This is an optimization exercise on Yosys and OpenROAD, whose aim is small area, not a production implementation. In this exercise RTL edits were held to simulation tests only and were not proved equivalent to the original. Power and IR drop assume default switching activity.

==> flow/design.v, too long to show whole: its modules and the start of the top module <==
// module ALU_STAGE: 26 lines
// module alu_a21oi: 3 lines
// module alu_a221oi: 3 lines
// module alu_a222oi: 3 lines
// module alu_a22oi: 3 lines
// module alu_a32oi: 3 lines
// module alu_and3: 3 lines
// module alu_inv: 3 lines
// module alu_nand2: 3 lines
// module alu_nand3: 3 lines
// module alu_nand4: 3 lines
// module alu_nor2: 3 lines
// module alu_o21ai: 3 lines
// module alu_xnor2: 3 lines
// module alu_xor2: 3 lines
// module ALU: 997 lines
module ALU_STAGE (
  input clock_in,
  input [31:0] a_in,
  input [31:0] b_in,
  input [3:0] uop_in,
  output [31:0] result_out
);
  // ...
==> flow/flow/run.sh <==
#!/bin/bash
# Layout flow: the standard ORFS flow (standard.sh: synthesis through final
# layout, unchanged synthesis), with these changes made through ORFS's own
# variables and step hooks:
#  - ports are buffered with sky130_fd_sc_hd__buf_1 (buffer_ports -buffer_cell)
#    instead of the clock-delay buffer buffer_ports picks by itself;
#  - before floorplanning, flow/downsize.tcl removes the buffers synthesis
#    inserted and gives every combinational cell its smallest drive strength,
#    so that timing repair upsizes only where needed (with GPL_TIMING_DRIVEN 0
#    global placement does not remove those buffers itself);
#  - clock tree built without dummy loads, from clkbuf_4 leaves and a clkbuf_8
#    root instead of clkbuf_16 (CTS_ARGS).
# Each step's full log is in orfs/logs/; make's own output is in standard.log.
set -euo pipefail
cd "$(dirname "$0")/.."
WORK=$PWD
export BUFFER_PORTS_ARGS="-buffer_cell sky130_fd_sc_hd__buf_1"
export PRE_FLOORPLAN_TCL="$WORK/flow/downsize.tcl"
export CTS_ARGS="-sink_clustering_enable -repair_clock_nets -dont_use_dummy_load -buf_list {sky130_fd_sc_hd__clkbuf_4 sky130_fd_sc_hd__clkbuf_8} -root_buf sky130_fd_sc_hd__clkbuf_8 -sink_clustering_buffer sky130_fd_sc_hd__clkbuf_4"
bash standard.sh > "$WORK/standard.log" 2>&1
==> flow/flow/downsize.tcl <==
# Remove the buffers synthesis inserted, then replace every combinational cell by the smallest-area cell of the same family
# (same function and pins, other drive strength), so that timing repair only
# upsizes where it must. Flip-flops keep their cells.
remove_buffers
set block [ord::get_db_block]
set db [ord::get_db]
set masters {}
foreach lib [$db getLibs] {
  foreach m [$lib getMasters] { dict set masters [$m getName] $m }
}
set n 0
foreach inst [$block getInsts] {
  set mname [[$inst getMaster] getName]
  if {![regexp {^(sky130_fd_sc_hd__[a-z0-9]+)_([0-9]+)$} $mname -> base drive]} { continue }
  if {[regexp {df|dl|sdf|edf|tap|fill|decap|conb|clkbuf|clkinv|clkdly|dlygate|dlymetal|buf_|lpflow|probe|diode} $base]} { continue }
  set best $mname
  set best_area [expr {[[$inst getMaster] getWidth] * [[$inst getMaster] getHeight]}]
  foreach d {0 1 2} {
    set cand "${base}_$d"
    if {$cand eq $mname || ![dict exists $masters $cand]} { continue }
    set lc [get_lib_cells -quiet */$cand]
    if {$lc eq ""} { continue }
    if {[get_property $lc dont_use]} { continue }
    set m [dict get $masters $cand]
    set a [expr {[$m getWidth] * [$m getHeight]}]
    if {$a < $best_area} { set best $cand; set best_area $a }
  }
  if {$best ne $mname} {
    replace_cell [get_cells [$inst getName]] [get_lib_cells */$best]
    incr n
  }
}
puts "downsize: replaced $n cells"
==> flow/standard.sh <==
#!/bin/bash
# synth_recipe.tcl (not shown) runs the flow's synth.tcl, then flattens the netlist and writes it again
# the make line also repeats each setting of config.mk as NAME=value (left out here)
make -C /OpenROAD-flow-scripts/flow DESIGN_CONFIG=/design/flow/config.mk WORK_HOME=/design/flow/orfs CLKGATE_MAP_FILE= SYNTH_SCRIPT=/design/flow/synth_recipe.tcl "${@:-finish}"
==> flow/config.mk <==
export PLATFORM = sky130hd
export DESIGN_NAME = ALU_STAGE
export DESIGN_NICKNAME = ALU_STAGE
export VERILOG_FILES = /design/flow/design.v
export SDC_FILE = /design/flow/constraint.sdc
export NUM_CORES = 4
export LEC_CHECK = 0
export CAP_MARGIN = 20
export CORE_MARGIN = 2
export CORE_UTILIZATION = 40
export GPL_TIMING_DRIVEN = 0
export SLEW_MARGIN = 20
export SYNTH_HIERARCHICAL = 1
export SYNTH_MINIMUM_KEEP_SIZE = 0
==> flow/constraint.sdc <==
create_clock -name core_clock -period 4.0 [get_ports {clock_in}]
set_input_delay 0.8000 -clock core_clock [delete_from_list [all_inputs] [get_ports {clock_in}]]
set_output_delay 0.8000 -clock core_clock [all_outputs]
set_load 0.01 [all_outputs]
==> results.yml, run 1 <==
synth:
  ys.warnings.count: 7
  syn_area_um2: 5730
route:
  highest_layer: "met4"
  wl_met3_um: 1960
  ant_nets: 0
  vias: 6345
  wire_per_inst_um: 21.2
worst_setup_path:
  start_kind: "flop"
  crit_required_ns: 4.31
  path_buf_inv: 3
  timing.rr.end: "result_q[0]"
  worstSetupEndpointType: "flop"
  r2r_slack_ns: 0.16
  critPathLaunch: "uop_q[0]"
placement:
  gp_congestion: 0.873
grt:
  first_global_vias: 5488
  grt_max_degree: 33
  use_met2: 0.386
  grt_pass1_wl_um: 29500
layout:
  clock_area_frac: 0.0181
  largestClassByArea: "multi-input combinational cells"
  bufAreaShareNonClock: 0.0833
  seq_area_um2: 2010
  num-multi-input-gates: 510
  final_cell_mix: "buf_1 (100), a222oi_1 (98), dfxtp_1 (96)"
power:
  p_leak_nw: 2.28
  p_clk_mw: 0.502
  pwr-share-seq: 0.463
die:
  rows: 43
  taps: 180
  dieWidth_um: 124
timing:
  hold_viol: 0
  finalSetupViolCount: 0
  skew_ns: 0.00964
  rsz0062_at_grt: "yes"
  worst_slack_ns: 0.165
worst_hold_path:
  hold_class: "in2reg"
  whs_path_depth: 1
cts:
  cts.root.buffer_cell: "clkbuf_8"
  cts.clk_slew.worst_paths_ns: 0.08
  cts_buffers: 9
run_status:
  status: "finished clean"
==> run 2, diff against run 1 <==
--- a/flow/design.v
+++ b/flow/design.v
@@ -192,27 +192,27 @@
 wire gn23;
 wire bx24;
 wire p24;
 wire g24;
 wire bx25;
 wire pn25;
 wire gn25;
 wire bx26;
-wire pn26;
-wire gn26;
+wire p26;
+wire g26;
 wire bx27;
-wire p27;
-wire g27;
+wire pn27;
+wire gn27;
 wire bx28;
 wire pn28;
 wire gn28;
 wire bx29;
-wire pn29;
-wire gn29;
+wire p29;
+wire g29;
 wire bx30;
 wire pn30;
 wire gn30;
 wire bx31;
 wire p31;
 wire g31;
 wire C0_n;
 wire n_o21ai_1;
@@ -278,34 +278,35 @@
 wire n_nand2_7;
 wire n_o21ai_23;
 wire n_o21ai_24;
 wire n_nor2_11;
 wire n_a21oi_18;
 wire n_a21oi_19;
 wire n_nand2_8;
 wire n_o21ai_25;
-wire C6_n;
 wire n_o21ai_26;
-wire n_o21ai_27;
 wire n_nor2_12;
 wire n_a21oi_20;
 wire n_a21oi_21;
 wire n_nand2_9;
+wire n_o21ai_27;
+wire C6_n;
 wire n_o21ai_28;
 wire n_o21ai_29;
 wire n_nor2_13;
 wire n_a21oi_22;
+wire n_a21oi_23;
+wire n_nand2_10;
 wire n_o21ai_30;
 wire n_o21ai_31;
 wire n_nor2_14;
-wire C7_t;
-wire n_a21oi_23;
 wire n_a21oi_24;
-wire n_nand2_10;
+wire n_a21oi_25;
+wire n_nand2_11;
 wire n_o21ai_32;
 wire s0;
 wire s1;
 wire s2;
 wire s3;
 wire s4;
 wire s5;
 wire s6;
@@ -664,27 +665,27 @@
 alu_nand3 u_gn23 (.a(a[23]), .b(bx23), .c(arith), .y(gn23));
 alu_xor2 u_bx24 (.a(b[24]), .b(sub), .y(bx24));
 alu_xor2 u_p24 (.a(a[24]), .b(bx24), .y(p24));
 alu_and3 u_g24 (.a(a[24]), .b(bx24), .c(arith), .y(g24));
 alu_xor2 u_bx25 (.a(b[25]), .b(sub), .y(bx25));
 alu_xnor2 u_pn25 (.a(a[25]), .b(bx25), .y(pn25));
 alu_nand3 u_gn25 (.a(a[25]), .b(bx25), .c(arith), .y(gn25));
 alu_xor2 u_bx26 (.a(b[26]), .b(sub), .y(bx26));
-alu_xnor2 u_pn26 (.a(a[26]), .b(bx26), .y(pn26));
-alu_nand3 u_gn26 (.a(a[26]), .b(bx26), .c(arith), .y(gn26));
+alu_xor2 u_p26 (.a(a[26]), .b(bx26), .y(p26));
+alu_and3 u_g26 (.a(a[26]), .b(bx26), .c(arith), .y(g26));
 alu_xor2 u_bx27 (.a(b[27]), .b(sub), .y(bx27));
-alu_xor2 u_p27 (.a(a[27]), .b(bx27), .y(p27));
-alu_and3 u_g27 (.a(a[27]), .b(bx27), .c(arith), .y(g27));
+alu_xnor2 u_pn27 (.a(a[27]), .b(bx27), .y(pn27));
+alu_nand3 u_gn27 (.a(a[27]), .b(bx27), .c(arith), .y(gn27));
 alu_xor2 u_bx28 (.a(b[28]), .b(sub), .y(bx28));
 alu_xnor2 u_pn28 (.a(a[28]), .b(bx28), .y(pn28));
 alu_nand3 u_gn28 (.a(a[28]), .b(bx28), .c(arith), .y(gn28));
 alu_xor2 u_bx29 (.a(b[29]), .b(sub), .y(bx29));
-alu_xnor2 u_pn29 (.a(a[29]), .b(bx29), .y(pn29));
-alu_nand3 u_gn29 (.a(a[29]), .b(bx29), .c(arith), .y(gn29));
+alu_xor2 u_p29 (.a(a[29]), .b(bx29), .y(p29));
+alu_and3 u_g29 (.a(a[29]), .b(bx29), .c(arith), .y(g29));
 alu_xor2 u_bx30 (.a(b[30]), .b(sub), .y(bx30));
 alu_xnor2 u_pn30 (.a(a[30]), .b(bx30), .y(pn30));
 alu_nand3 u_gn30 (.a(a[30]), .b(bx30), .c(arith), .y(gn30));
 alu_xor2 u_bx31 (.a(b[31]), .b(sub), .y(bx31));
 alu_xor2 u_p31 (.a(a[31]), .b(bx31), .y(p31));
 alu_and3 u_g31 (.a(a[31]), .b(bx31), .c(arith), .y(g31));
 alu_inv u_C0_n (.a(sub), .y(C0_n));
 alu_o21ai u_n_o21ai_1 (.a1(pn0), .a2(C0_n), .b1(gn0), .y(n_o21ai_1));
@@ -750,35 +751,36 @@
 alu_nand2 u_n_nand2_7 (.a(p22), .b(n_nor2_10), .y(n_nand2_7));
 alu_o21ai u_n_o21ai_23 (.a1(n_nand2_7), .a2(n_a21oi_15), .b1(n_a21oi_17), .y(n_o21ai_23));
 alu_o21ai u_n_o21ai_24 (.a1(pn23), .a2(n_a21oi_17), .b1(gn23), .y(n_o21ai_24));
 alu_nor2 u_n_nor2_11 (.a(pn23), .b(n_nand2_7), .y(n_nor2_11));
 alu_a21oi u_n_a21oi_18 (.a1(n_nor2_11), .a2(C5_t), .b1(n_o21ai_24), .y(n_a21oi_18));
 alu_a21oi u_n_a21oi_19 (.a1(p24), .a2(n_o21ai_24), .b1(g24), .y(n_a21oi_19));
 alu_nand2 u_n_nand2_8 (.a(p24), .b(n_nor2_11), .y(n_nand2_8));
 alu_o21ai u_n_o21ai_25 (.a1(n_nand2_8), .a2(n_a21oi_15), .b1(n_a21oi_19), .y(n_o21ai_25));
-alu_inv u_C6_n (.a(n_o21ai_25), .y(C6_n));
-alu_o21ai u_n_o21ai_26 (.a1(pn25), .a2(C6_n), .b1(gn25), .y(n_o21ai_26));
-alu_o21ai u_n_o21ai_27 (.a1(pn26), .a2(gn25), .b1(gn26), .y(n_o21ai_27));
-alu_nor2 u_n_nor2_12 (.a(pn26), .b(pn25), .y(n_nor2_12));
-alu_a21oi u_n_a21oi_20 (.a1(n_nor2_12), .a2(n_o21ai_25), .b1(n_o21ai_27), .y(n_a21oi_20));
-alu_a21oi u_n_a21oi_21 (.a1(p27), .a2(n_o21ai_27), .b1(g27), .y(n_a21oi_21));
-alu_nand2 u_n_nand2_9 (.a(p27), .b(n_nor2_12), .y(n_nand2_9));
-alu_o21ai u_n_o21ai_28 (.a1(n_nand2_9), .a2(C6_n), .b1(n_a21oi_21), .y(n_o21ai_28));
-alu_o21ai u_n_o21ai_29 (.a1(pn28), .a2(n_a21oi_21), .b1(gn28), .y(n_o21ai_29));
-alu_nor2 u_n_nor2_13 (.a(pn28), .b(n_nand2_9), .y(n_nor2_13));
-alu_a21oi u_n_a21oi_22 (.a1(n_nor2_13), .a2(n_o21ai_25), .b1(n_o21ai_29), .y(n_a21oi_22));
-alu_o21ai u_n_o21ai_30 (.a1(pn29), .a2(n_a21oi_22), .b1(gn29), .y(n_o21ai_30));
-alu_o21ai u_n_o21ai_31 (.a1(pn30), .a2(gn29), .b1(gn30), .y(n_o21ai_31));
-alu_nor2 u_n_nor2_14 (.a(pn30), .b(pn29), .y(n_nor2_14));
-alu_inv u_C7_t (.a(n_a21oi_22), .y(C7_t));
-alu_a21oi u_n_a21oi_23 (.a1(n_nor2_14), .a2(C7_t), .b1(n_o21ai_31), .y(n_a21oi_23));
-alu_a21oi u_n_a21oi_24 (.a1(p31), .a2(n_o21ai_31), .b1(g31), .y(n_a21oi_24));
-alu_nand2 u_n_nand2_10 (.a(p31), .b(n_nor2_14), .y(n_nand2_10));
-alu_o21ai u_n_o21ai_32 (.a1(n_nand2_10), .a2(n_a21oi_22), .b1(n_a21oi_24), .y(n_o21ai_32));
+alu_o21ai u_n_o21ai_26 (.a1(pn25), .a2(n_a21oi_19), .b1(gn25), .y(n_o21ai_26));
+alu_nor2 u_n_nor2_12 (.a(pn25), .b(n_nand2_8), .y(n_nor2_12));
+alu_a21oi u_n_a21oi_20 (.a1(n_nor2_12), .a2(C5_t), .b1(n_o21ai_26), .y(n_a21oi_20));
+alu_a21oi u_n_a21oi_21 (.a1(p26), .a2(n_o21ai_26), .b1(g26), .y(n_a21oi_21));
+alu_nand2 u_n_nand2_9 (.a(p26), .b(n_nor2_12), .y(n_nand2_9));
+alu_o21ai u_n_o21ai_27 (.a1(n_nand2_9), .a2(n_a21oi_15), .b1(n_a21oi_21), .y(n_o21ai_27));
+alu_inv u_C6_n (.a(n_o21ai_27), .y(C6_n));
+alu_o21ai u_n_o21ai_28 (.a1(pn27), .a2(C6_n), .b1(gn27), .y(n_o21ai_28));
+alu_o21ai u_n_o21ai_29 (.a1(pn28), .a2(gn27), .b1(gn28), .y(n_o21ai_29));
+alu_nor2 u_n_nor2_13 (.a(pn28), .b(pn27), .y(n_nor2_13));
+alu_a21oi u_n_a21oi_22 (.a1(n_nor2_13), .a2(n_o21ai_27), .b1(n_o21ai_29), .y(n_a21oi_22));
+alu_a21oi u_n_a21oi_23 (.a1(p29), .a2(n_o21ai_29), .b1(g29), .y(n_a21oi_23));
+alu_nand2 u_n_nand2_10 (.a(p29), .b(n_nor2_13), .y(n_nand2_10));
+alu_o21ai u_n_o21ai_30 (.a1(n_nand2_10), .a2(C6_n), .b1(n_a21oi_23), .y(n_o21ai_30));
+alu_o21ai u_n_o21ai_31 (.a1(pn30), .a2(n_a21oi_23), .b1(gn30), .y(n_o21ai_31));
+alu_nor2 u_n_nor2_14 (.a(pn30), .b(n_nand2_10), .y(n_nor2_14));
+alu_a21oi u_n_a21oi_24 (.a1(n_nor2_14), .a2(n_o21ai_27), .b1(n_o21ai_31), .y(n_a21oi_24));
+alu_a21oi u_n_a21oi_25 (.a1(p31), .a2(n_o21ai_31), .b1(g31), .y(n_a21oi_25));
+alu_nand2 u_n_nand2_11 (.a(p31), .b(n_nor2_14), .y(n_nand2_11));
+alu_o21ai u_n_o21ai_32 (.a1(n_nand2_11), .a2(C6_n), .b1(n_a21oi_25), .y(n_o21ai_32));
 alu_xnor2 u_s0 (.a(pn0), .b(sub), .y(s0));
 alu_xnor2 u_s1 (.a(pn1), .b(n_o21ai_1), .y(s1));
 alu_xor2 u_s2 (.a(pn2), .b(n_a21oi_1), .y(s2));
 alu_xnor2 u_s3 (.a(pn3), .b(n_o21ai_3), .y(s3));
 alu_xnor2 u_s4 (.a(p4), .b(n_a21oi_2), .y(s4));
 alu_xnor2 u_s5 (.a(pn5), .b(n_o21ai_5), .y(s5));
 alu_xnor2 u_s6 (.a(pn6), .b(n_o21ai_6), .y(s6));
 alu_xnor2 u_s7 (.a(p7), .b(n_a21oi_4), .y(s7));
@@ -795,22 +797,22 @@
 alu_xnor2 u_s18 (.a(p18), .b(n_a21oi_13), .y(s18));
 alu_xnor2 u_s19 (.a(pn19), .b(n_o21ai_19), .y(s19));
 alu_xor2 u_s20 (.a(pn20), .b(n_a21oi_15), .y(s20));
 alu_xnor2 u_s21 (.a(pn21), .b(n_o21ai_21), .y(s21));
 alu_xnor2 u_s22 (.a(p22), .b(n_a21oi_16), .y(s22));
 alu_xnor2 u_s23 (.a(pn23), .b(n_o21ai_23), .y(s23));
 alu_xnor2 u_s24 (.a(p24), .b(n_a21oi_18), .y(s24));
 alu_xnor2 u_s25 (.a(pn25), .b(n_o21ai_25), .y(s25));
-alu_xnor2 u_s26 (.a(pn26), .b(n_o21ai_26), .y(s26));
-alu_xnor2 u_s27 (.a(p27), .b(n_a21oi_20), .y(s27));
+alu_xnor2 u_s26 (.a(p26), .b(n_a21oi_20), .y(s26));
+alu_xnor2 u_s27 (.a(pn27), .b(n_o21ai_27), .y(s27));
 alu_xnor2 u_s28 (.a(pn28), .b(n_o21ai_28), .y(s28));
-alu_xor2 u_s29 (.a(pn29), .b(n_a21oi_22), .y(s29));
+alu_xnor2 u_s29 (.a(p29), .b(n_a21oi_22), .y(s29));
 alu_xnor2 u_s30 (.a(pn30), .b(n_o21ai_30), .y(s30));
-alu_xnor2 u_s31 (.a(p31), .b(n_a21oi_23), .y(s31));
+alu_xnor2 u_s31 (.a(p31), .b(n_a21oi_24), .y(s31));
 alu_a22oi u_sh0_0 (.a1(a[0]), .a2(n0), .b1(a[1]), .b2(r0), .y(sh0_0));
 alu_a222oi u_sh0_1 (.a1(a[1]), .a2(n0), .b1(a[0]), .b2(l0), .c1(a[2]), .c2(r0), .y(sh0_1));
 alu_a222oi u_sh0_2 (.a1(a[2]), .a2(n0), .b1(a[1]), .b2(l0), .c1(a[3]), .c2(r0), .y(sh0_2));
 alu_a222oi u_sh0_3 (.a1(a[3]), .a2(n0), .b1(a[2]), .b2(l0), .c1(a[4]), .c2(r0), .y(sh0_3));
 alu_a222oi u_sh0_4 (.a1(a[4]), .a2(n0), .b1(a[3]), .b2(l0), .c1(a[5]), .c2(r0), .y(sh0_4));
 alu_a222oi u_sh0_5 (.a1(a[5]), .a2(n0), .b1(a[4]), .b2(l0), .c1(a[6]), .c2(r0), .y(sh0_5));
 alu_a222oi u_sh0_6 (.a1(a[6]), .a2(n0), .b1(a[5]), .b2(l0), .c1(a[7]), .c2(r0), .y(sh0_6));
 alu_a222oi u_sh0_7 (.a1(a[7]), .a2(n0), .b1(a[6]), .b2(l0), .c1(a[8]), .c2(r0), .y(sh0_7));
==> results.yml, run 2 <==
run_status:
  status: "finished clean"
power:
  switchingPower_mw: 0.897
  fin_total_pwr_mw: 2.54
  p_leak_nw: 2.26
  clockPowerShare: 0.201
  max-vdd-ir-drop_uv: 250
  pwr-share-seq: 0.461
  pwr-share-comb: 0.338
  switching_share: 0.353
  p_per_area_nw_per_um2: 373
  intPower_mw: 1.64
die:
  rows: 43
  die_area_um2: 15300
  start_util: 0.411
  die_h_um: 124
  ios: 101
  core_um2: 13900
  dieWidth_um: 124
cts:
  cts_sinks: 100
  clockBufferDepth: 2
  cts.clk_slew.worst_paths_ns: 0.09
  clkLatencyLatePin_ns: 0.39
  cts_tree: "done"
  h-tree-depth: 3
  cts.root.buffer_cell: "clkbuf_8"
  hold_buffers: 0
  cts_buffers: 9
route:
  vias: 6418
  drt_wl_total_um: 20400
  drt-initial-drc-count: 1159
  dr.pass1.iters: 21
  vias_per_cell: 6.91
  drcViolationCount: 0
  wire_per_inst_um: 22.0
  ant_nets: 0
synth:
  syn_area_um2: 5730
  syn_inst: 618
  ys.warnings.count: 7
  synth_area_per_cell_um2: 9.27
  synth.net_count: 687
layout:
  final_layout_size_suffix_gt1_frac: 0.0828
  fin_util: 0.489
  largest_registers: "a_q (32), b_q (32), result_q (32)"
  final_cell_mix: "buf_1 (100), a222oi_1 (98), dfxtp_1 (96)"
  final_cells: 929
  fillCellCount: 1341
  areaGrowthSynthToFinish_pct: 18.8
  n_antenna_cell: 0
  final_nets: 820
  layout_commonest_cell: "buf_1"
worst_setup_path:
  worstSetupEndpointType: "flop"
  path_delay_family: "compound AO/OA/AOI/OAI gates"
  path_buf_inv: 0
  start_kind: "flop"
  crit_slowest_cell: "a222oi_1"
  cp_slowest_stage_delay_ns: 0.62
  crit_required_ns: 4.25
  arrival_ns: 4.13
  cp_common_cell: "a222oi_1"
  worstSetupPathType: "reg2reg"
  worstPathMaxFanout: 31
  path_cells: "nand2_1 -> and3_2 -> a222oi_1 -> a222oi_1 -> a222oi_1 -> a222oi_1 -> a221oi_1 -> nand3_1"
grt:
  antenna_found_initial: 0
  first_global_vias: 5557
  gr-usage-all-layers: 0.265
  grt_max_degree: 33
  grt_pass1_wl_um: 30900
  grt_overflow: 0
timing:
  hold_viol: 0
  drv_slew: 0
  hold_slack_ns: 0.493
  finalSetupViolCount: 0
  rsz0062_at_grt: "no"
  fin_crit_ns: 3.88
  fin_crit_sh: 0.970
  worst_slew_pin_slew_ns: 1.16
  skew_ns: 0.0186
  tns_ns: 0
  slew_headroom: 0.226
  fmax_mhz: 258
placement:
  dp.cells: 908
  io_buffers: 100
  gp_congestion: 0.967
  hpwl_um: 14300
run:
  drv_cap: 0
worst_hold_path:
  hold_class: "in2reg"
==> run 2: path summary, 6_finish.rpt <==
| kind | start | endpoint | slack [ns] | cells past startpoint |
|---|---|---|---|---|
| setup / recovery | uop_q[1] | result_q[19] | 0.12 | 8 |
| hold / removal | a_in[7] | a_q[7] | 0.49 | 1 |
| setup reg to reg | uop_q[1] | result_q[19] | 0.12 | 8 |
| hold reg to reg | b_q[26] | result_q[26] | 0.51 | 2 |
==> run 2: power by group through the flow <==
stage	Clock [mW]	Sequential, mW	Combinational (mW)
2_1_floorplan	0	1.20	0.557
3_3_place_gp	0	1.19	0.790
3_5_place_dp	0	1.19	0.807
4_1_cts	0.522	1.17	0.834
5_1_grt	0.562	1.18	0.930
6_report	0.510	1.17	0.858
==> run 2: per-layer routing <==
metal / GRT usage / vias up / routed length, µm
met5: 0 / - / 0
li1: - / 2934 / -
met3: 0.0485 / 35 / 1960
met4: 0.0959 / 0 / 523
met1: 0.360 / 3064 / 8700
met2: 0.421 / 385 / 9240
==> run 2: area by class of cell <==
class	instances	area, µm²	share of cell area
clock buffers	9	124	0.0182
repair buffers	120	557	0.0818
multi-input cells	512	3860	0.567
flip-flops and latches	100	2010	0.295
well taps	180	225	0.0331
inverters	8	30.0	0.00441
==> run 2: per-stage QoR <==
stage	instance area [µm²]	setup WS, ns
3_3_place_gp	6340	-1.77
2_1_floorplan	5740	0.156
4_1_cts	6760	0.0443
6_report	6810	0.121
3_5_place_dp	6490	-1.51
5_1_grt	6810	0.00898
==> run 2: timing repair <==
action	4_1_cts	5_1_grt
gates resized for setup	20	5
pin swaps	3	2
endpoints found under the setup margin	32	29
setup buffers	6	4
gates cloned	2	0

[static timing again, ports no longer ideal]
No port has a modelled driver above. Below, the same layouts with a new extraction and two added sets of constraints. Step 1: set_driving_cell puts a clkbuf_16 on clock_in and a buf_2 on each other input, an assumption about the parent block. Step 2 moves the port delays by t, midway between the first and last clock arrival at a register: inputs arrive t later, outputs are due t later. That takes back most of the time a late clock gives input paths. a / b / c = no drivers / after step 1 / after step 2; a / b = the first two.
run | t (ns) | setup slack, ns | clock arrival spread, ns | cell pins on the clock port's net
run 1 | 0.415 | 0.165 / 0.165 / 0.165 | 0.009 / 0.009 | 1
run 2 | 0.419 | 0.121 / 0.121 / 0.121 | 0.018 / 0.019 | 1
After both steps setup and hold are still met in every run listed.
